What follows belongs to an exercise in optimizing a design on an open flow for a short achievable clock period, few clock cycles and low power; a production flow would make more cautious choices.
RTL that was checked went through simulation tests only; none was proved equivalent to the original.
Function not checked in run 4: the RTL went through the layout flow alone.
Power is estimated from default activity; no workload was simulated.

[run.sh]
#!/bin/bash
# synth_recipe.tcl (not shown) runs the flow's synth.tcl, then flattens the netlist and writes it again
# the make line also repeats each setting of config.mk as NAME=value (left out here)
make -C /OpenROAD-flow-scripts/flow DESIGN_CONFIG=/design/flow/config.mk WORK_HOME=/design/flow/orfs CLKGATE_MAP_FILE= SYNTH_SCRIPT=/design/flow/synth_recipe.tcl finish
[config.mk]
export PLATFORM = sky130hd
export DESIGN_NAME = rv32i_mc
export DESIGN_NICKNAME = rv32i_mc
export VERILOG_FILES = /design/flow/design.v
export SDC_FILE = /design/flow/constraint.sdc
export NUM_CORES = 4
export LEC_CHECK = 0
export CAP_MARGIN = 20
export CORE_MARGIN = 2
export CORE_UTILIZATION = 40
export SLEW_MARGIN = 20
[constraint.sdc]
create_clock -name core_clock -period 11.0 [get_ports {clk}]
set_input_delay 2.2000 -clock core_clock [delete_from_list [all_inputs] [get_ports {clk}]]
set_output_delay 2.2000 -clock core_clock [all_outputs]
set_load 0.01 [all_outputs]
[design.v]
module rv32i_mc (
    input         clk,
    input         reset,        
    input  [31:0] mem_rdata,    
    output [31:0] mem_addr,     
    output [31:0] mem_wdata,    
    output        mem_we        
);
    reg        v;               
    reg [9:0]  ipc;             
    reg [31:0] a;               
    reg [31:0] b;               
    reg [11:0] imm;             
    reg [4:0]  rd;
    reg [2:0]  f3;
    reg        alt;             
    reg        wr;              
    reg        i_ld, i_st, i_br, i_jal, i_agu, i_link;
    reg [31:0] rf [1:31];
    wire [31:0] asum = a + {{20{imm[11]}}, imm};     
    wire [9:0]  seq  = ipc + 10'd1;
    wire [9:0]  tgt  = ipc + imm[11:2];                
    wire eq  = a == b;
    wire ltu = a < b;
    wire lt  = $signed(a) < $signed(b);
    wire cond = f3[2] ? ((f3[1] ? ltu : lt) ^ f3[0]) : (~f3[1] & (eq ^ f3[0]));
    wire dsel  = v & (i_ld | i_st);                    
    wire asel  = v & i_agu;
    wire taken = v & (i_jal | (i_br & cond));
    wire [9:0] nxt = taken ? tgt : seq;
    wire [9:0] fpc = asel ? asum[11:2] : nxt;
    assign mem_addr  = asel ? asum : {20'b0, nxt, 2'b00};
    assign mem_wdata = b;
    assign mem_we    = v & i_st;
    wire [31:0] sum = a + (alt ? ~b : b) + {31'b0, alt};
    wire        left = ~f3[2];
    wire [31:0] arev;
    genvar gi;
    generate
        for (gi = 0; gi < 32; gi = gi + 1) begin : g_rev
            assign arev[gi] = a[31 - gi];
        end
    endgenerate
    wire [31:0] shin = left ? arev : a;
    wire [32:0] shx  = {alt & a[31], shin};
    wire [32:0] shs  = $signed(shx) >>> b[4:0];
    wire [31:0] shr  = shs[31:0];
    wire [31:0] shl;
    generate
        for (gi = 0; gi < 32; gi = gi + 1) begin : g_rev2
            assign shl[gi] = shr[31 - gi];
        end
    endgenerate
    reg [31:0] alu;
    always @(*) begin
        case (f3)
            3'd0: alu = sum;
            3'd1: alu = shl;
            3'd2: alu = {31'b0, lt};
            3'd3: alu = {31'b0, ltu};
            3'd4: alu = a ^ b;
            3'd5: alu = shr;
            3'd6: alu = a | b;
            default: alu = a & b;
        endcase
    end
    wire [31:0] res   = i_link ? {20'b0, seq, 2'b00} : alu;
    wire [31:0] wdata = i_ld ? mem_rdata : res;
    wire        we    = v & wr;
    always @(posedge clk) begin
        if (we) rf[rd] <= wdata;
    end
    wire [31:0] ins = mem_rdata;
    wire [4:0]  rs1 = ins[19:15];
    wire [4:0]  rs2 = ins[24:20];
    wire d_br   = ins[6] & ~ins[2];
    wire d_jal  = ins[6] & ins[3];
    wire d_jalr = ins[6] & ins[2] & ~ins[3];
    wire d_ld   = ~ins[6] & ~ins[4] & ~ins[5];
    wire d_st   = ~ins[6] & ~ins[4] & ins[5];
    wire d_u    = ~ins[6] & ins[4] & ins[2];
    wire d_lui  = d_u & ins[5];
    wire d_aui  = d_u & ~ins[5];
    wire d_op   = ~ins[6] & ins[4] & ~ins[2] & ins[5];
    wire d_rs2  = d_op | d_br | d_st;
    wire [31:0] r1 = (rs1 == 5'd0) ? 32'd0 : rf[rs1];
    wire [31:0] r2 = (rs2 == 5'd0) ? 32'd0 : rf[rs2];
    wire [31:0] v1 = (we & (rd == rs1)) ? res : r1;
    wire [31:0] v2 = (we & (rd == rs2)) ? res : r2;
    wire [31:0] imm_iu = d_u ? {ins[31:12], 12'b0} : {{20{ins[31]}}, ins[31:20]};
    wire [11:0] imm_a  = d_st  ? {ins[31:25], ins[11:7]} :
                         d_br  ? {ins[7], ins[30:25], ins[11:8], 1'b0} :
                         d_jal ? {ins[20], ins[30:21], 1'b0} :
                                 ins[31:20];
    always @(posedge clk) begin
        a      <= d_lui ? 32'd0 : d_aui ? {20'b0, fpc, 2'b00} : v1;
        b      <= d_rs2 ? v2 : imm_iu;
        imm    <= imm_a;
        rd     <= ins[11:7];
        f3     <= d_u ? 3'd0 : ins[14:12];
        alt    <= ~d_u & ins[30] & (ins[5] | (ins[14:12] == 3'd5));
        wr     <= (ins[11:7] != 5'd0) & ~d_br & ~d_st;
        i_ld   <= d_ld;
        i_st   <= d_st;
        i_br   <= d_br;
        i_jal  <= d_jal;
        i_agu  <= d_ld | d_st | d_jalr;
        i_link <= d_jal | d_jalr;
    end
    always @(posedge clk) begin
        if (reset) begin
            v   <= 1'b0;
            ipc <= 10'h3ff;
        end else begin
            v <= ~dsel;
            if (~dsel) ipc <= fpc;
        end
    end
endmodule
==> results of run 1 <==
[flip-flops by register name (all words and copies together), names as in the netlist, 3 cells and up]
name and cells:
rf 992, a 32, b 32, imm 12
ipc 10, rd 5, f3 3
[logic make-up (layout without fill, tap and decap cells)]
| family | after synthesis | in the layout | share of synthesized area (%) |
|---|---|---|---|
| adders and majority gates | 170 | 170 | 3.56 |
| DFF | 1095 | 1095 | 52.7 |
| xor gates and xnor gates | 115 | 115 | 1.67 |
| and+or+nand+nor | 689 | 689 | 5.08 |
| AOI/OAI and AO/OA | 746 | 746 | 8.00 |
| muxes | 828 | 828 | 26.1 |
| buffers and inverters | 401 | 543 | 2.83 |
[metrics by stage]
stage	total power, mW	area, µm²	utilization (%)	cells	setup slack, ps
2_1_floorplan	6.72	60400	-	4044	5150
3_3_place_gp	7.71	64000	42.7	5984	3840
3_5_place_dp	7.72	64000	42.7	5985	3750
4_1_cts	11.6	67700	45.2	6199	2960
5_1_grt	12.0	67800	45.2	6202	2700
6_report	11.6	67800	45.2	6202	2910
[power by group through the flow]
stage	Combinational, mW	Sequential (mW)	Clock (mW)
detailed placement	2.67	5.05	0
global placement	2.67	5.04	0
finish	2.74	4.96	3.90
global route	2.91	4.97	4.10
CTS	2.69	4.96	3.94
floorplan	1.71	5.01	0
[per-layer routing]
metal | wire length [µm] | vias up
met4 | 7800 | 14
met3 | 20100 | 395
met5 | 94 | -
met2 | 97200 | 2273
li1 | - | 16500
met1 | 80900 | 21100
[layout by cell type, fill, tap and decap left out, types with 65 or more instances in the layout]
master,Yosys,routed
sky130_fd_sc_hd__a21oi_1,205,205
sky130_fd_sc_hd__clkbuf_16,0,117
sky130_fd_sc_hd__mux2i_1,197,196
sky130_fd_sc_hd__inv_1,104,104
sky130_fd_sc_hd__nand2_1,206,206
sky130_fd_sc_hd__clkdlybuf4s50_1,0,88
sky130_fd_sc_hd__edfxtp_1,992,992
sky130_fd_sc_hd__buf_4,22,120
sky130_fd_sc_hd__dfxtp_1,103,95
sky130_fd_sc_hd__mux4_2,575,575
sky130_fd_sc_hd__ha_1,167,167
sky130_fd_sc_hd__nor2_1,267,235
sky130_fd_sc_hd__xor2_1,65,65
sky130_fd_sc_hd__o21ai_0,157,135
[layout make-up]
class,count,area [µm²]
Multi-Input combinational cell,2548,27300
Fill cell,13100,82200
Clock buffer,146,3070
Clock inverter,68,664
Tap cell,2016,2520
Timing Repair Buffer,220,1970
Sequential cell,1095,31900
Inverter,109,412
[worst max-delay path: stages (launching register included)]
cell	delay [ps]
sky130_fd_sc_hd__dfxtp_2	320
sky130_fd_sc_hd__buf_4	560
sky130_fd_sc_hd__clkinv_1	690
sky130_fd_sc_hd__ha_1	550
sky130_fd_sc_hd__o21bai_1	90
sky130_fd_sc_hd__a21oi_1	190
sky130_fd_sc_hd__o21bai_1	90
sky130_fd_sc_hd__a221oi_1	280
sky130_fd_sc_hd__nor2_1	130
sky130_fd_sc_hd__o21ai_0	490
sky130_fd_sc_hd__a31oi_4	240
sky130_fd_sc_hd__o31a_2	420
sky130_fd_sc_hd__o21ai_0	530
sky130_fd_sc_hd__inv_1	80
sky130_fd_sc_hd__clkdlybuf4s50_1	500
[final timing paths]
path / startpoint / endpoint / depth (start not counted)
setup / recovery: b[1] / mem_addr[4] / 14
hold / removal: ipc[9] / ipc[9] / 2
setup reg to reg: alt / rf[27][26] / 13
hold reg to reg: ipc[9] / ipc[9] / 2
==> tab_implementation.tex, run 1 <==
\begin{tabular}{lr}
\hline
Metric & Value \\
\hline
\multicolumn{2}{l}{\textbf{Pwr}} \\
\quad Proportion of power drawn by the clock network & 33.6\% \\
\quad Register share of total power & 42.8\% \\
\quad Switching share of power & 30.4\% \\
\quad Worst IR Drop VDD & 0.127 mV \\
\quad Internal power consumption & 8.08 mW \\
\quad Static leakage & 23.0 nW \\
\quad Logic pwr share & 23.6\% \\
\quad Sw Pwr & 3.52 mW \\
\quad PwrDens & 171 nW/µm² \\
\multicolumn{2}{l}{\textbf{Timing}} \\
\quad Worst slack on hold paths & 645 ps \\
\quad Tmin final & 8090 ps \\
\quad Maximum achievable frequency & 124 MHz \\
\quad Final period util & 73.5\% \\
\quad Slew HR & 22.5\% \\
\quad Number of endpoints failing setup at the final stage & 0 \\
\quad Post-route setup TNS & 0 ps \\
\quad Transition time at the pin with the least slew margin & 1130 ps \\
\quad RSZ-0062 raised after global routing & no \\
\quad Count of final hold-check violations & 0 \\
\quad Clock skew & 44.7 ps \\
\quad Total count of max-transition violations in the final report & 0 \\
\multicolumn{2}{l}{\textbf{Setup path}} \\
\quad Reg2reg setup slack & 5680 ps \\
\quad Endpoint arrival time on the critical path & 5890 ps \\
\quad Crit Path Category & flip-flop to output pin \\
\quad Critical Path Fanout Max & 57 \\
\quad Critical path endpoint category & output pin \\
\quad Startpoint types & flip-flop \\
\quad Worst endpoint required time & 8800 ps \\
\multicolumn{2}{l}{\textbf{Clock network}} \\
\quad Worst skew pair latency & 760 ps \\
\quad Root Buffer Master & sky130\_fd\_sc\_hd\_\_clkbuf\_16 \\
\quad Number of buffers added by the clock tree synthesis step & 116 \\
\quad Post-CTS Setup Bufs & 0 \\
\quad Number of cells upsized or downsized after cts & 0 \\
\quad Number of clock sinks seen by CTS & 1095 \\
\quad TritonCTS clock tree & done \\
\quad Clock-pin slew on the worst setup and hold paths & 60 ps \\
\quad Post-CTS Hold Buffers & 0 \\
\quad CTS H-Tree Depth & 3 \\
\quad Maximum count of clock buffers along a single path & 3 \\
\multicolumn{2}{l}{\textbf{Finish}} \\
\quad Synth-to-Final Area Change & 12.2\% \\
\quad Count of antenna diodes in the layout & 0 \\
\quad Number of nets in the final layout & 4294 \\
\quad Share of layout cells above drive strength 1 & 24.2\% \\
\multicolumn{2}{l}{\textbf{Global route}} \\
\quad Maximum number of pins on one net before global-route repair & 133 \\
\quad Global-route wire length before repair & 290000 µm \\
\quad Vias in the first global route & 38900 \\
\quad Most utilized layer in the global route result & met2 \\
\quad All-layer global routing usage & 26.5\% \\
\quad Global routing usage on met1 & 35.8\% \\
\quad Global Route met2 Usage & 42.3\% \\
\quad Met3 track utilization from global routing & 5.34\% \\
\quad Number of antenna violations at the first check in global routing & 11 \\
\quad Global route overflow & 0 \\
\multicolumn{2}{l}{\textbf{Floorplan}} \\
\quad Die area & 154000 µm² \\
\quad Boundary pin count & 99 \\
\quad Die Y & 393 µm \\
\quad Num rows & 142 \\
\quad Initial Util & 40.3\% \\
\quad Placeable core region & 150000 µm² \\
\quad Width of the die & 393 µm \\
\multicolumn{2}{l}{\textbf{Logic synthesis}} \\
\quad Post-synth ARST share & 0\% \\
\quad Sequential element share of the synthesized area & 52.7\% \\
\quad Distinct cells, synth & 86 \\
\quad Post-synthesis net count & 4248 \\
\quad Mean instance size in the synthesized netlist & 14.9 µm² \\
\quad Cell accounting for the most synthesized area & sky130\_fd\_sc\_hd\_\_edfxtp\_1 \\
\quad Top cell types by occurrence after synthesis & sky130\_fd\_sc\_hd\_\_edfxtp\_1 (992), sky130\_fd\_sc\_hd\_\_mux4\_2 (575), sky130\_fd\_sc\_hd\_\_nor2\_1 (267), sky130\_fd\_sc\_hd\_\_nand2\_1 (206), sky130\_fd\_sc\_hd\_\_a21oi\_1 (205) \\
\quad Most numerous cell in the Yosys netlist & sky130\_fd\_sc\_hd\_\_edfxtp\_1 \\
\quad Syn Std Cell Area & 60400 µm² \\
\quad Synth top area cells & sky130\_fd\_sc\_hd\_\_edfxtp\_1 (49\%), sky130\_fd\_sc\_hd\_\_mux4\_2 (21\%), sky130\_fd\_sc\_hd\_\_ha\_1 (3.5\%) \\
\quad Yosys warnings & 1 \\
\quad Top-area cell type share of the netlist area & 49.3\% \\
\quad Number of synthesized flops with an enable pin & 992 \\
\quad Primary flip-flop cell chosen by synthesis mapping & sky130\_fd\_sc\_hd\_\_edfxtp\_1 \\
\quad Synth Register Bits & 1095 \\
\quad Number of cells produced by synthesis & 4044 \\
\multicolumn{2}{l}{\textbf{Route}} \\
\quad Number of detailed-route iterations in the first pass & 6 \\
\quad Initial DRC count & 5463 \\
\quad Total vias in the final route & 40300 \\
\quad Antenna-violating nets left & 0 \\
\quad Mean number of vias per cell & 6.50 \\
\quad Detailed-route wire length per cell & 33.2 µm \\
\quad Routed wire length & 206000 µm \\
\quad Post-route DRC & 0 \\
\multicolumn{2}{l}{\textbf{Placement}} \\
\quad HPWL after DPL & 127000 µm \\
\quad Final GP Congestion & 0.952 \\
\quad Count of port buffers added during placement & 98 \\
\multicolumn{2}{l}{\textbf{Min path}} \\
\quad Worst hold-check path type & flip-flop to flip-flop \\
\multicolumn{2}{l}{\textbf{Run}} \\
\quad Max\_cap viols & 0 \\
\multicolumn{2}{l}{\textbf{Status}} \\
\quad Result of the run & timing/DRC/antenna clean \\
\hline
\end{tabular}
Testbench counts, summed over its fixed seeds: cycles 45,721.
==> inputs of run 2 (changes only) <==
--- a/config.mk
+++ b/config.mk
@@ -5,7 +5,9 @@
 export SDC_FILE = /design/flow/constraint.sdc
 export NUM_CORES = 4
 export LEC_CHECK = 0
+export ABC_CLOCK_PERIOD_IN_PS = 3000
 export CAP_MARGIN = 20
 export CORE_MARGIN = 2
 export CORE_UTILIZATION = 40
+export SETUP_SLACK_MARGIN = 5
 export SLEW_MARGIN = 20
==> tab_implementation.tex, run 2 <==
\begin{tabular}{lr}
\hline
Metric & Value \\
\hline
\multicolumn{2}{l}{\textbf{Clock network}} \\
\quad Root Buffer Master & sky130\_fd\_sc\_hd\_\_clkbuf\_16 \\
\quad CTS H-Tree Depth & 3 \\
\quad Post-CTS Hold Buffers & 0 \\
\quad Number of clock sinks seen by CTS & 1095 \\
\quad Worst skew pair latency & 760 ps \\
\quad Clock-pin slew on the worst setup and hold paths & 60 ps \\
\quad Number of buffers added by the clock tree synthesis step & 116 \\
\quad Maximum count of clock buffers along a single path & 3 \\
\quad TritonCTS clock tree & done \\
\multicolumn{2}{l}{\textbf{Timing}} \\
\quad Transition time at the pin with the least slew margin & 1110 ps \\
\quad Post-route setup TNS & 0 ps \\
\quad Slew HR & 24.0\% \\
\quad Total count of max-transition violations in the final report & 0 \\
\quad Tmin final & 6110 ps \\
\quad Count of final hold-check violations & 0 \\
\quad Number of endpoints failing setup at the final stage & 0 \\
\quad Final period util & 55.6\% \\
\quad Maximum achievable frequency & 164 MHz \\
\quad Clock skew & 40.9 ps \\
\quad RSZ-0062 raised after global routing & yes \\
\multicolumn{2}{l}{\textbf{Finish}} \\
\quad Number of nets in the final layout & 4391 \\
\quad Synth-to-Final Area Change & 15.3\% \\
\quad Summed area of non-filler cells in the final layout & 69600 µm² \\
\quad Number of standard cells in the final layout excluding fillers & 6302 \\
\quad Number of flip-flops in the largest register & 992 \\
\quad Registers with the highest flip-flop counts & rf (992), a (32), b (32) \\
\quad Most common cell after layout, fill and taps aside & sky130\_fd\_sc\_hd\_\_edfxtp\_1 \\
\quad Commonest non-fill, non-tap cells in the layout & sky130\_fd\_sc\_hd\_\_edfxtp\_1 (992), sky130\_fd\_sc\_hd\_\_mux4\_2 (575), sky130\_fd\_sc\_hd\_\_nor2\_1 (234) \\
\quad Most flops, register & rf \\
\quad Share of layout cells above drive strength 1 & 29.5\% \\
\multicolumn{2}{l}{\textbf{Placement}} \\
\quad Final GP Congestion & 0.952 \\
\quad Total placed cells including tap cells & 5985 \\
\quad Count of port buffers added during placement & 98 \\
\quad Area after DPL & 64000 µm² \\
\quad HPWL after DPL & 127000 µm \\
\multicolumn{2}{l}{\textbf{Setup path}} \\
\quad Crit Path Category & flip-flop to output pin \\
\quad Cell class contributing the biggest share of worst-path delay & compound AO/OA/AOI/OAI gates \\
\quad Cell-by-cell listing of the critical path & buf\_6 > inv\_4 > ha\_4 > inv\_2 > a21oi\_2 > o21bai\_2 > a2111oi\_4 > a21oi\_4 > or4\_4 > a31oi\_4 > buf\_6 > buf\_6 > o211ai\_1 > a21o\_1 > nand2\_1 > buf\_2 \\
\quad CP max stage delay & 580 ps \\
\quad Critical Path Fanout Max & 3 \\
\quad Critical path endpoint category & output pin \\
\quad Worst endpoint required time & 8800 ps \\
\quad Startpoint types & flip-flop \\
\quad Bufs and invs on worst path & 6 \\
\quad Worst path slowest cell & sky130\_fd\_sc\_hd\_\_or4\_4 \\
\quad Endpoint arrival time on the critical path & 3910 ps \\
\quad Dominant cell type by count on the critical path & sky130\_fd\_sc\_hd\_\_buf\_6 \\
\multicolumn{2}{l}{\textbf{Route}} \\
\quad Detailed-route wire length per cell & 33.4 µm \\
\quad Initial DRC count & 5754 \\
\quad Post-route DRC & 0 \\
\quad Total vias in the final route & 40900 \\
\quad Mean number of vias per cell & 6.49 \\
\quad Routed wire length & 210000 µm \\
\quad Antenna-violating nets left & 0 \\
\quad Number of detailed-route iterations in the first pass & 8 \\
\multicolumn{2}{l}{\textbf{Logic synthesis}} \\
\quad Post-synth ARST share & 0\% \\
\quad Mean instance size in the synthesized netlist & 14.9 µm² \\
\quad Post-synthesis net count & 4248 \\
\quad Cell accounting for the most synthesized area & sky130\_fd\_sc\_hd\_\_edfxtp\_1 \\
\quad Number of cells produced by synthesis & 4044 \\
\quad Top-area cell type share of the netlist area & 49.3\% \\
\quad Synth top area cells & sky130\_fd\_sc\_hd\_\_edfxtp\_1 (49\%), sky130\_fd\_sc\_hd\_\_mux4\_2 (21\%), sky130\_fd\_sc\_hd\_\_ha\_1 (3.5\%) \\
\quad Most numerous cell in the Yosys netlist & sky130\_fd\_sc\_hd\_\_edfxtp\_1 \\
\quad Number of synthesized flops with an enable pin & 992 \\
\quad Primary flip-flop cell chosen by synthesis mapping & sky130\_fd\_sc\_hd\_\_edfxtp\_1 \\
\quad Yosys warnings & 1 \\
\quad Distinct cells, synth & 86 \\
\quad Top cell types by occurrence after synthesis & sky130\_fd\_sc\_hd\_\_edfxtp\_1 (992), sky130\_fd\_sc\_hd\_\_mux4\_2 (575), sky130\_fd\_sc\_hd\_\_nor2\_1 (267), sky130\_fd\_sc\_hd\_\_nand2\_1 (206), sky130\_fd\_sc\_hd\_\_a21oi\_1 (205) \\
\quad Synth Register Bits & 1095 \\
\quad Sequential element share of the synthesized area & 52.7\% \\
\quad Syn Std Cell Area & 60400 µm² \\
\multicolumn{2}{l}{\textbf{Status}} \\
\quad Result of the run & timing/DRC/antenna clean \\
\multicolumn{2}{l}{\textbf{Global route}} \\
\quad Number of antenna violations at the first check in global routing & 12 \\
\quad Maximum number of pins on one net before global-route repair & 133 \\
\quad Global routing usage on met1 & 36.2\% \\
\quad All-layer global routing usage & 27.0\% \\
\quad Global-route wire length before repair & 296000 µm \\
\quad Most utilized layer in the global route result & met2 \\
\quad Vias in the first global route & 40000 \\
\quad Global route overflow & 0 \\
\quad Met3 track utilization from global routing & 5.50\% \\
\quad Global Route met2 Usage & 42.9\% \\
\multicolumn{2}{l}{\textbf{Floorplan}} \\
\quad Boundary pin count & 99 \\
\quad Die Y & 393 µm \\
\quad Width of the die & 393 µm \\
\quad Num rows & 142 \\
\quad Initial Util & 40.3\% \\
\quad Placeable core region & 150000 µm² \\
\quad Die area & 154000 µm² \\
\multicolumn{2}{l}{\textbf{Pwr}} \\
\quad Static leakage & 23.8 nW \\
\quad Worst IR Drop VDD & 0.126 mV \\
\quad PwrDens & 171 nW/µm² \\
\multicolumn{2}{l}{\textbf{Run}} \\
\quad Max\_cap viols & 0 \\
\multicolumn{2}{l}{\textbf{Min path}} \\
\quad Worst hold-check path type & flip-flop to flip-flop \\
\hline
\end{tabular}
==> run 2: power by group <==
| group | internal [mW] | switching (mW) |
|---|---|---|
| Combinational | 1.19 | 1.86 |
| Sequential | 4.83 | 0.104 |
| Clock | 2.23 | 1.67 |
| Total | 8.24 | 3.64 |
==> run 2: cell families after synthesis <==
group / count (synthesis) / synth area share [%]
compound gates: 746 / 8.00
buf+inv: 401 / 2.83
mux: 828 / 26.1
xor+xnor: 115 / 1.67
flops: 1095 / 52.7
fa+ha+maj: 170 / 3.56
simple gates: 689 / 5.08
==> run 2: layout make-up <==
type	count	area, µm²
Antenna cell	3	7.51
Clock buffer	146	3070
Clock inverter	68	664
Fill cell	13000	80300
Inverter	109	445
Multi-Input combinational cell	2548	28000
Sequential cell	1095	32000
Tap cell	2016	2520
Timing Repair Buffer	314	2870
Timing Repair inverter	3	16.3
==> run 2: timing repair <==
| action | CTS | global route |
|---|---|---|
| setup endpoints to repair | 30 | 26 |
| hold endpoints to repair | 0 | 0 |
| resized for setup | 270 | 57 |
| gates cloned | 8 | 0 |
| buffers inserted | 76 | 13 |
| pin swaps | 40 | 36 |
==> run 2: worst reg2reg max path, cell delays in order, from the launching register on <==
cell and delay (ps):
sky130_fd_sc_hd__dfxtp_4 590, sky130_fd_sc_hd__buf_4 490, sky130_fd_sc_hd__buf_4 600, sky130_fd_sc_hd__mux4_2 680, sky130_fd_sc_hd__mux4_2 540, sky130_fd_sc_hd__and2_1 200
sky130_fd_sc_hd__o311ai_0 830, sky130_fd_sc_hd__a21oi_1 150, sky130_fd_sc_hd__o221ai_1 610, sky130_fd_sc_hd__o21ai_1 120, sky130_fd_sc_hd__buf_4 250
==> run 2: routing by layer <==
metal,share of wire [%],vias to the layer above
li1,-,16700
met1,39,21300
met2,47,2388
met3,9.8,477
met4,4.4,14
met5,0.058,-
==> run 2: worst paths after layout <==
| kind | from | end | slack (ps) | cells after the start |
|---|---|---|---|---|
| worst max-delay path | a[21] | mem_addr[9] | 4890 | 16 |
| worst min-delay path | ipc[9] | ipc[9] | 650 | 2 |
| worst max register to register | f3[2] | rf[3][24] | 5630 | 10 |
| worst min register to register | ipc[9] | ipc[9] | 650 | 2 |
==> run 2: per-stage QoR <==
step | setup slack [ps] | utilization, % | total power, mW | hold slack, ps
after floorplan | 5150 | - | 6.72 | 540
after CTS | 4830 | 46.2 | 11.8 | 646
after detailed placement | 3750 | 42.7 | 7.72 | 633
final | 4890 | 46.4 | 11.9 | 654
after global routing | 4760 | 46.4 | 12.3 | 669
after global placement | 3840 | 42.7 | 7.71 | 610
==> inputs of run 3 (changes only) <==
--- a/config.mk
+++ b/config.mk
@@ -5,9 +5,8 @@
 export SDC_FILE = /design/flow/constraint.sdc
 export NUM_CORES = 4
 export LEC_CHECK = 0
-export ABC_CLOCK_PERIOD_IN_PS = 3000
 export CAP_MARGIN = 20
 export CORE_MARGIN = 2
 export CORE_UTILIZATION = 40
-export SETUP_SLACK_MARGIN = 5
+export CTS_BUF_LIST = sky130_fd_sc_hd__clkbuf_4
 export SLEW_MARGIN = 20
==> tab_implementation.tex, run 3 <==
\begin{tabular}{lr}
\hline
Metric & Value \\
\hline
\multicolumn{2}{l}{\textbf{Global route}} \\
\quad Maximum number of pins on one net before global-route repair & 133 \\
\quad Vias in the first global route & 40300 \\
\quad Global-route wire length before repair & 292000 µm \\
\quad Global route overflow & 0 \\
\quad Number of antenna violations at the first check in global routing & 10 \\
\quad All-layer global routing usage & 26.7\% \\
\multicolumn{2}{l}{\textbf{Route}} \\
\quad Number of detailed-route iterations in the first pass & 6 \\
\quad Post-route DRC & 0 \\
\quad Total vias in the final route & 41400 \\
\quad Initial DRC count & 5390 \\
\quad Routed wire length & 207000 µm \\
\quad Detailed-route wire length per cell & 31.9 µm \\
\quad Mean number of vias per cell & 6.39 \\
\quad Antenna-violating nets left & 0 \\
\multicolumn{2}{l}{\textbf{Min path}} \\
\quad Hold Path End & ipc[9] \\
\quad Startpoint of the tightest hold check path & ipc[9] \\
\quad Worst hold-check path type & flip-flop to flip-flop \\
\quad Cell count of the worst hold path & 2 \\
\multicolumn{2}{l}{\textbf{Setup path}} \\
\quad Critical Path Fanout Max & 57 \\
\quad Endpoint arrival time on the critical path & 6360 ps \\
\quad Worst endpoint required time & 8800 ps \\
\quad Startpoint types & flip-flop \\
\quad Reg2reg setup slack & 5710 ps \\
\quad Reg-to-Reg Start & alt \\
\quad Worst r2r path cells & 13 \\
\quad Crit Path Category & flip-flop to output pin \\
\quad Critical path endpoint category & output pin \\
\quad Reg-to-Reg End & rf[6][26] \\
\multicolumn{2}{l}{\textbf{Timing}} \\
\quad Tmin final & 8560 ps \\
\quad Number of endpoints failing setup at the final stage & 0 \\
\quad Total count of max-transition violations in the final report & 0 \\
\quad Maximum achievable frequency & 117 MHz \\
\quad RSZ-0062 raised after global routing & no \\
\quad Post-route setup TNS & 0 ps \\
\quad Slew HR & 21.4\% \\
\quad Clock skew & 96.4 ps \\
\quad Transition time at the pin with the least slew margin & 1170 ps \\
\quad Count of final hold-check violations & 0 \\
\quad Final period util & 77.8\% \\
\multicolumn{2}{l}{\textbf{Floorplan}} \\
\quad Boundary pin count & 99 \\
\quad Num rows & 142 \\
\quad Width of the die & 393 µm \\
\quad Placeable core region & 150000 µm² \\
\quad Die area & 154000 µm² \\
\quad Initial Util & 40.3\% \\
\quad Die Y & 393 µm \\
\multicolumn{2}{l}{\textbf{Pwr}} \\
\quad Logic pwr share & 24.4\% \\
\quad Register share of total power & 44.2\% \\
\quad Proportion of power drawn by the clock network & 31.5\% \\
\quad Static leakage & 23.3 nW \\
\quad Switching share of power & 31.4\% \\
\quad PwrDens & 166 nW/µm² \\
\quad Worst IR Drop VDD & 0.121 mV \\
\quad Internal power consumption & 7.70 mW \\
\quad Sw Pwr & 3.53 mW \\
\multicolumn{2}{l}{\textbf{Clock network}} \\
\quad Post-CTS Hold Buffers & 0 \\
\quad CTS H-Tree Depth & 5 \\
\quad Number of buffers added by the clock tree synthesis step & 306 \\
\quad Root Buffer Master & sky130\_fd\_sc\_hd\_\_clkbuf\_4 \\
\quad TritonCTS clock tree & done \\
\quad Clock-pin slew on the worst setup and hold paths & 60 ps \\
\quad Worst skew pair latency & 1250 ps \\
\quad Post-CTS Setup Bufs & 0 \\
\quad Maximum count of clock buffers along a single path & 4 \\
\quad Number of clock sinks seen by CTS & 1095 \\
\quad Number of cells upsized or downsized after cts & 0 \\
\multicolumn{2}{l}{\textbf{Logic synthesis}} \\
\quad Cell accounting for the most synthesized area & sky130\_fd\_sc\_hd\_\_edfxtp\_1 \\
\quad Post-synthesis net count & 4248 \\
\quad Mean instance size in the synthesized netlist & 14.9 µm² \\
\quad Most numerous cell in the Yosys netlist & sky130\_fd\_sc\_hd\_\_edfxtp\_1 \\
\quad Top-area cell type share of the netlist area & 49.3\% \\
\quad Number of cells produced by synthesis & 4044 \\
\quad Post-synth ARST share & 0\% \\
\quad Syn Std Cell Area & 60400 µm² \\
\quad Distinct cells, synth & 86 \\
\quad Yosys warnings & 1 \\
\quad Primary flip-flop cell chosen by synthesis mapping & sky130\_fd\_sc\_hd\_\_edfxtp\_1 \\
\quad Synth top area cells & sky130\_fd\_sc\_hd\_\_edfxtp\_1 (49\%), sky130\_fd\_sc\_hd\_\_mux4\_2 (21\%), sky130\_fd\_sc\_hd\_\_ha\_1 (3.5\%) \\
\quad Top cell types by occurrence after synthesis & sky130\_fd\_sc\_hd\_\_edfxtp\_1 (992), sky130\_fd\_sc\_hd\_\_mux4\_2 (575), sky130\_fd\_sc\_hd\_\_nor2\_1 (267), sky130\_fd\_sc\_hd\_\_nand2\_1 (206), sky130\_fd\_sc\_hd\_\_a21oi\_1 (205) \\
\quad Synth Register Bits & 1095 \\
\quad Number of synthesized flops with an enable pin & 992 \\
\quad Sequential element share of the synthesized area & 52.7\% \\
\multicolumn{2}{l}{\textbf{Placement}} \\
\quad Area after DPL & 64000 µm² \\
\quad Final GP Congestion & 0.952 \\
\quad Count of port buffers added during placement & 98 \\
\quad HPWL after DPL & 127000 µm \\
\multicolumn{2}{l}{\textbf{Finish}} \\
\quad Core Util, Final & 45.1\% \\
\quad Summed area of non-filler cells in the final layout & 67600 µm² \\
\quad Registers with the highest flip-flop counts & rf (992), a (32), b (32) \\
\quad Synth-to-Final Area Change & 12.0\% \\
\quad Number of flip-flops in the largest register & 992 \\
\quad FILL cells & 13300 \\
\quad Most flops, register & rf \\
\quad Commonest non-fill, non-tap cells in the layout & sky130\_fd\_sc\_hd\_\_edfxtp\_1 (992), sky130\_fd\_sc\_hd\_\_mux4\_2 (575), sky130\_fd\_sc\_hd\_\_clkbuf\_4 (416) \\
\quad Most common cell after layout, fill and taps aside & sky130\_fd\_sc\_hd\_\_edfxtp\_1 \\
\quad Number of nets in the final layout & 4484 \\
\quad Share of layout cells above drive strength 1 & 28.7\% \\
\multicolumn{2}{l}{\textbf{Run}} \\
\quad Max\_cap viols & 0 \\
\multicolumn{2}{l}{\textbf{Status}} \\
\quad Result of the run & timing/DRC/antenna clean \\
\hline
\end{tabular}
## run 3: cell counts after synthesis
Identical to the previous run, type by type.
## run 3: critical path: stages (launching register included)
cell	delay, ps
sky130_fd_sc_hd__dfxtp_2	320
sky130_fd_sc_hd__buf_4	560
sky130_fd_sc_hd__clkinv_1	690
sky130_fd_sc_hd__ha_1	550
sky130_fd_sc_hd__o21bai_1	90
sky130_fd_sc_hd__a21oi_1	180
sky130_fd_sc_hd__o21bai_1	90
sky130_fd_sc_hd__a221oi_1	290
sky130_fd_sc_hd__nor2_1	130
sky130_fd_sc_hd__o21ai_0	520
sky130_fd_sc_hd__a31oi_4	250
sky130_fd_sc_hd__o31a_2	430
sky130_fd_sc_hd__o21ai_0	490
sky130_fd_sc_hd__inv_1	80
sky130_fd_sc_hd__clkdlybuf4s50_1	490
## run 3: worst max path at each step
stage,endpoint,depth (start not counted),slack [ps],startpoint
floorplan,mem_addr[9],12,5150,b[3]
global placement,mem_addr[4],14,3840,b[1]
detailed placement,mem_addr[4],14,3750,b[1]
CTS,mem_addr[4],14,2400,b[1]
global route,mem_addr[4],14,2120,b[1]
finish,mem_addr[4],14,2440,b[1]
## run 3: cell type report
type                            instances  area, µm²  share of cell area [%]
Timing Repair Buffer                  220       1970                    2.91
Sequential cell                      1095      31900                    47.1
Tap cell                             2016       2520                    3.73
Antenna cell                            6       15.0                  0.0222
Clock buffer                          416       3120                    4.62
Multi-Input combinational cell       2548      27300                    40.3
Inverter                              109        412                   0.609
Clock inverter                         77        432                   0.638
## run 3: stage by stage
step	worst slack [ps]	hold WS (ps)	power [mW]	instances
floorplan	5150	540	6.72	4044
global placement	3840	610	7.71	5984
detailed placement	3750	633	7.72	5985
CTS	2400	648	11.3	6478
global route	2120	695	11.7	6486
finish	2440	643	11.2	6487
## run 3: cell families (layout without fill, tap and decap cells)
kind of cell	after synthesis	in the layout	synth area share, %
DFF	1095	1095	52.7
adders and majority gates	170	170	3.56
buffers and inverters	401	822	2.83
and+or+nand+nor	689	689	5.08
xor gates and xnor gates	115	115	1.67
AOI/OAI and AO/OA	746	746	8.00
other	0	6	0
muxes	828	828	26.1
## run 3: per-layer routing
| metal | GRT usage [%] | part of all wire (%) |
|---|---|---|
| met3 | 6.22 | 10 |
| met2 | 42.5 | 47 |
| met4 | 9.86 | 3.4 |
| met5 | 0 | 0.027 |
| met1 | 35.8 | 39 |
## run 3: power by group through the flow
| stage | clock (mW) | combinational (mW) | sequential (mW) |
|---|---|---|---|
| 2_1_floorplan | 0 | 1.71 | 5.01 |
| 3_3_place_gp | 0 | 2.67 | 5.04 |
| 3_5_place_dp | 0 | 2.67 | 5.05 |
| 4_1_cts | 3.61 | 2.69 | 4.96 |
| 5_1_grt | 3.84 | 2.91 | 4.97 |
| 6_report | 3.54 | 2.74 | 4.96 |
==> inputs of run 4 (changes only) <==
--- a/design.v
+++ b/design.v
@@ -6,7 +6,6 @@
     output [31:0] mem_wdata,    
     output        mem_we        
 );
-    reg        v;               
     reg [9:0]  ipc;             
     reg [31:0] a;               
     reg [31:0] b;               
@@ -24,14 +23,13 @@
     wire ltu = a < b;
     wire lt  = $signed(a) < $signed(b);
     wire cond = f3[2] ? ((f3[1] ? ltu : lt) ^ f3[0]) : (~f3[1] & (eq ^ f3[0]));
-    wire dsel  = v & (i_ld | i_st);                    
-    wire asel  = v & i_agu;
-    wire taken = v & (i_jal | (i_br & cond));
+    wire dsel  = i_ld | i_st;                          
+    wire taken = i_jal | (i_br & cond);
     wire [9:0] nxt = taken ? tgt : seq;
-    wire [9:0] fpc = asel ? asum[11:2] : nxt;
-    assign mem_addr  = asel ? asum : {20'b0, nxt, 2'b00};
+    wire [9:0] fpc = i_agu ? asum[11:2] : nxt;
+    assign mem_addr  = i_agu ? asum : {20'b0, nxt, 2'b00};
     assign mem_wdata = b;
-    assign mem_we    = v & i_st;
+    assign mem_we    = i_st;
     wire [31:0] sum = a + (alt ? ~b : b) + {31'b0, alt};
     wire        left = ~f3[2];
     wire [31:0] arev;
@@ -66,7 +64,7 @@
     end
     wire [31:0] res   = i_link ? {20'b0, seq, 2'b00} : alu;
     wire [31:0] wdata = i_ld ? mem_rdata : res;
-    wire        we    = v & wr;
+    wire        we    = wr;
     always @(posedge clk) begin
         if (we) rf[rd] <= wdata;
     end
@@ -99,21 +97,21 @@
         rd     <= ins[11:7];
         f3     <= d_u ? 3'd0 : ins[14:12];
         alt    <= ~d_u & ins[30] & (ins[5] | (ins[14:12] == 3'd5));
-        wr     <= (ins[11:7] != 5'd0) & ~d_br & ~d_st;
-        i_ld   <= d_ld;
-        i_st   <= d_st;
-        i_br   <= d_br;
-        i_jal  <= d_jal;
-        i_agu  <= d_ld | d_st | d_jalr;
         i_link <= d_jal | d_jalr;
     end
+    wire go = ~reset & ~dsel;                          
     always @(posedge clk) begin
-        if (reset) begin
-            v   <= 1'b0;
+        wr     <= go & (ins[11:7] != 5'd0) & ~d_br & ~d_st;
+        i_ld   <= go & d_ld;
+        i_st   <= go & d_st;
+        i_br   <= go & d_br;
+        i_jal  <= go & d_jal;
+        i_agu  <= go & (d_ld | d_st | d_jalr);
+    end
+    always @(posedge clk) begin
+        if (reset)
             ipc <= 10'h3ff;
-        end else begin
-            v <= ~dsel;
-            if (~dsel) ipc <= fpc;
-        end
+        else if (~dsel)
+            ipc <= fpc;
     end
 endmodule
--- a/config.mk
+++ b/config.mk
@@ -8,5 +8,5 @@
 export CAP_MARGIN = 20
 export CORE_MARGIN = 2
 export CORE_UTILIZATION = 40
-export CTS_BUF_LIST = sky130_fd_sc_hd__clkbuf_4
+export SETUP_SLACK_MARGIN = 5
 export SLEW_MARGIN = 20
==> tab_implementation.tex, run 4 <==
\begin{tabular}{lr}
\hline
Metric & Value \\
\hline
\multicolumn{2}{l}{\textbf{Finish}} \\
\quad Number of flip-flops in the largest register & 992 \\
\quad Core Util, Final & 46.0\% \\
\quad Number of nets in the final layout & 4285 \\
\quad Summed area of non-filler cells in the final layout & 68800 µm² \\
\quad Commonest non-fill, non-tap cells in the layout & sky130\_fd\_sc\_hd\_\_edfxtp\_1 (992), sky130\_fd\_sc\_hd\_\_mux4\_2 (608), sky130\_fd\_sc\_hd\_\_nor2\_1 (219) \\
\quad FILL cells & 12900 \\
\quad Registers with the highest flip-flop counts & rf (992), a (32), b (32) \\
\quad Share of layout cells above drive strength 1 & 29.4\% \\
\quad Number of standard cells in the final layout excluding fillers & 6192 \\
\quad Most flops, register & rf \\
\quad Most common cell after layout, fill and taps aside & sky130\_fd\_sc\_hd\_\_edfxtp\_1 \\
\quad Synth-to-Final Area Change & 14.5\% \\
\multicolumn{2}{l}{\textbf{Logic synthesis}} \\
\quad Post-synth ARST share & 0\% \\
\quad Sequential element share of the synthesized area & 53.0\% \\
\quad Top cell types by occurrence after synthesis & sky130\_fd\_sc\_hd\_\_edfxtp\_1 (992), sky130\_fd\_sc\_hd\_\_mux4\_2 (608), sky130\_fd\_sc\_hd\_\_nor2\_1 (251), sky130\_fd\_sc\_hd\_\_a21oi\_1 (223), sky130\_fd\_sc\_hd\_\_nand2\_1 (199) \\
\quad Mean instance size in the synthesized netlist & 15.1 µm² \\
\quad Distinct cells, synth & 86 \\
\quad Primary flip-flop cell chosen by synthesis mapping & sky130\_fd\_sc\_hd\_\_edfxtp\_1 \\
\quad Top-area cell type share of the netlist area & 49.6\% \\
\quad Cell accounting for the most synthesized area & sky130\_fd\_sc\_hd\_\_edfxtp\_1 \\
\quad Number of synthesized flops with an enable pin & 992 \\
\quad Synth top area cells & sky130\_fd\_sc\_hd\_\_edfxtp\_1 (50\%), sky130\_fd\_sc\_hd\_\_mux4\_2 (23\%), sky130\_fd\_sc\_hd\_\_ha\_1 (3.5\%) \\
\quad Syn Std Cell Area & 60100 µm² \\
\quad Post-synthesis net count & 4181 \\
\quad Synth Register Bits & 1094 \\
\quad Yosys warnings & 1 \\
\quad Number of cells produced by synthesis & 3977 \\
\quad Most numerous cell in the Yosys netlist & sky130\_fd\_sc\_hd\_\_edfxtp\_1 \\
\multicolumn{2}{l}{\textbf{Setup path}} \\
\quad Dominant cell type by count on the critical path & sky130\_fd\_sc\_hd\_\_or4\_4 \\
\quad Endpoint arrival time on the critical path & 4040 ps \\
\quad Crit Path Category & flip-flop to output pin \\
\quad Worst setup path start & b[30] \\
\quad Cell-by-cell listing of the critical path & inv\_1 > ha\_4 > or4\_4 > or4\_4 > nor3\_2 > xnor2\_1 > nor2\_2 > a21oi\_4 > buf\_6 > o21ai\_4 > buf\_12 > mux2i\_2 > mux2i\_4 > buf\_2 \\
\quad CP max stage delay & 580 ps \\
\quad Critical Path Fanout Max & 7 \\
\quad Worst path slowest cell & sky130\_fd\_sc\_hd\_\_or4\_4 \\
\quad Worst r2r path cells & 14 \\
\quad Worst endpoint required time & 8800 ps \\
\quad Critical path endpoint category & output pin \\
\quad Reg-to-Reg Start & alt \\
\quad Startpoint types & flip-flop \\
\multicolumn{2}{l}{\textbf{Route}} \\
\quad Antenna-violating nets left & 0 \\
\quad Total vias in the final route & 40000 \\
\quad Mean number of vias per cell & 6.46 \\
\quad Detailed-route wire length per cell & 34.0 µm \\
\quad Number of detailed-route iterations in the first pass & 8 \\
\quad Initial DRC count & 5450 \\
\quad Post-route DRC & 0 \\
\quad Routed wire length & 211000 µm \\
\multicolumn{2}{l}{\textbf{Global route}} \\
\quad Global route overflow & 0 \\
\quad Number of antenna violations at the first check in global routing & 2 \\
\quad Global-route wire length before repair & 297000 µm \\
\quad Vias in the first global route & 39200 \\
\quad All-layer global routing usage & 27.3\% \\
\quad Maximum number of pins on one net before global-route repair & 135 \\
\multicolumn{2}{l}{\textbf{Run}} \\
\quad Max\_cap viols & 0 \\
\multicolumn{2}{l}{\textbf{Pwr}} \\
\quad PwrDens & 174 nW/µm² \\
\quad Static leakage & 23.2 nW \\
\quad Worst IR Drop VDD & 0.136 mV \\
\multicolumn{2}{l}{\textbf{Timing}} \\
\quad Tmin final & 6240 ps \\
\quad Slew HR & 21.7\% \\
\quad Maximum achievable frequency & 160 MHz \\
\quad Number of endpoints failing setup at the final stage & 0 \\
\quad Worst slack on hold paths & 586 ps \\
\quad Post-route setup TNS & 0 ps \\
\quad Transition time at the pin with the least slew margin & 1170 ps \\
\quad Total count of max-transition violations in the final report & 0 \\
\quad Count of final hold-check violations & 0 \\
\quad RSZ-0062 raised after global routing & yes \\
\quad Clock skew & 60.2 ps \\
\quad Final period util & 56.8\% \\
\multicolumn{2}{l}{\textbf{Min path}} \\
\quad Startpoint of the tightest hold check path & ipc[8] \\
\quad Worst hold-check path type & flip-flop to flip-flop \\
\quad Cell count of the worst hold path & 2 \\
\multicolumn{2}{l}{\textbf{Clock network}} \\
\quad Post-CTS Hold Buffers & 0 \\
\quad Worst skew pair latency & 780 ps \\
\quad CTS H-Tree Depth & 3 \\
\quad Number of clock sinks seen by CTS & 1094 \\
\quad TritonCTS clock tree & done \\
\quad Clock-pin slew on the worst setup and hold paths & 60 ps \\
\quad Maximum count of clock buffers along a single path & 3 \\
\quad Number of buffers added by the clock tree synthesis step & 115 \\
\quad Root Buffer Master & sky130\_fd\_sc\_hd\_\_clkbuf\_16 \\
\multicolumn{2}{l}{\textbf{Floorplan}} \\
\quad Die area & 153000 µm² \\
\quad Initial Util & 40.2\% \\
\quad Placeable core region & 149000 µm² \\
\quad Num rows & 142 \\
\quad Width of the die & 392 µm \\
\quad Die Y & 392 µm \\
\quad Boundary pin count & 99 \\
\multicolumn{2}{l}{\textbf{Placement}} \\
\quad Final GP Congestion & 0.999 \\
\quad Area after DPL & 63600 µm² \\
\quad Count of port buffers added during placement & 98 \\
\quad Total placed cells including tap cells & 5915 \\
\quad HPWL after DPL & 132000 µm \\
\multicolumn{2}{l}{\textbf{Status}} \\
\quad Result of the run & timing/DRC/antenna clean \\
\hline
\end{tabular}
==> run 4: changes by cell type after synthesis, moves of 16 or more <==
cell                       change
sky130_fd_sc_hd__a21oi_1      +18
sky130_fd_sc_hd__nor2_1       -16
sky130_fd_sc_hd__mux2i_1      -20
sky130_fd_sc_hd__mux4_2       +33
sky130_fd_sc_hd__o221ai_1     -18
sky130_fd_sc_hd__o22ai_1      -23
==> run 4: metal layers <==
| layer | routed length, µm | global-route usage, % | vias up |
|---|---|---|---|
| met5 | 11 | 0 | - |
| met4 | 9680 | 11.4 | 2 |
| met3 | 20100 | 5.27 | 463 |
| met2 | 99700 | 43.7 | 2333 |
| met1 | 81200 | 36.7 | 20900 |
| li1 | - | - | 16300 |
==> run 4: kinds of logic after synthesis <==
| family | share of synthesized area (%) |
|---|---|
| DFF | 53.0 |
| and+or+nand+nor | 4.77 |
| adders and majority gates | 3.58 |
| buffers and inverters | 2.82 |
| muxes | 26.5 |
| xor gates and xnor gates | 1.69 |
| AOI/OAI and AO/OA | 7.63 |
==> run 4: critical path, delay by kind of cell, from the launching register on <==
family,cells,cell delay (ps)
buffers and inverters,4,570
DFF,1,360
AOI/OAI and AO/OA,2,270
xor gates and xnor gates,1,150
and+or+nand+nor,4,1400
adders and majority gates,1,220
muxes,2,340
==> run 4: final cells by class <==
class,instances,area (µm²),area share [%]
timing repair buffer,272,2380,3.46
inverter,124,478,0.695
antenna,2,5.00,0.00728
multi-input combinational,2474,27500,40.1
clock buffer,130,2930,4.27
sequential,1094,32000,46.5
clock inverter,80,915,1.33
tap,2016,2520,3.67
==> run 4: what timing repair did <==
action                                  CTS  global route
resized for setup                       208            43
pin swaps                                29            24
setup buffers                            52             8
gates cloned                              1             0
endpoints found under the setup margin   29            19
endpoints found under the hold margin     0             0
==> run 4: path summary, 6_finish.rpt <==
path	slack, ps	end
worst max-delay path	4760	mem_addr[9]
worst min-delay path	590	ipc[8]
worst max register to register	5400	rf[16][20]
worst min register to register	590	ipc[8]
==> run 4: through the flow <==
stage	worst slack [ps]	power, mW
2_1_floorplan	5440	6.77
3_3_place_gp	4320	7.82
3_5_place_dp	4260	7.82
4_1_cts	4690	11.9
5_1_grt	4650	12.4
6_report	4760	12.0
==> run 4: where the power goes <==
| part | leakage [nW] | switching, mW | internal (mW) |
|---|---|---|---|
| clock | 1.85 | 1.72 | 2.26 |
| combinational | 11.5 | 1.89 | 1.14 |
| sequential | 9.89 | 0.108 | 4.86 |
| total | 23.2 | 3.72 | 8.25 |

[re-timing with driven ports]
In the flow no input, the clock included, has a driving cell. The finished layouts below were timed again as built, in two steps. Step 1, drivers: a clkbuf_16 drives clk and a buf_2 each remaining input, both assumed. Step 2 also shifts input and output timing later by t, the mid clock arrival at the registers, as if the neighbouring blocks saw the same clock. Three values: ideal ports, drivers, drivers and shift; two values: the first two.
run	t, ns	slack for setup (ns)	clock arrival spread, ns	worst data-port slew with drivers (ns)
run 1	0.813	2.915 / 2.837 / 3.650	0.045 / 0.046	0.14
run 2	0.814	4.888 / 4.811 / 4.683	0.042 / 0.043	0.14
run 3	1.266	2.439 / 2.371 / 3.638	0.096 / 0.097	0.13
run 4	0.836	4.757 / 4.672 / 4.601	0.060 / 0.061	0.18
After both steps setup and hold are still met in every run listed. For run 2, which loses most, drivers alone change the setup slack by -0.077 ns; drivers and shift together by -0.205 ns.
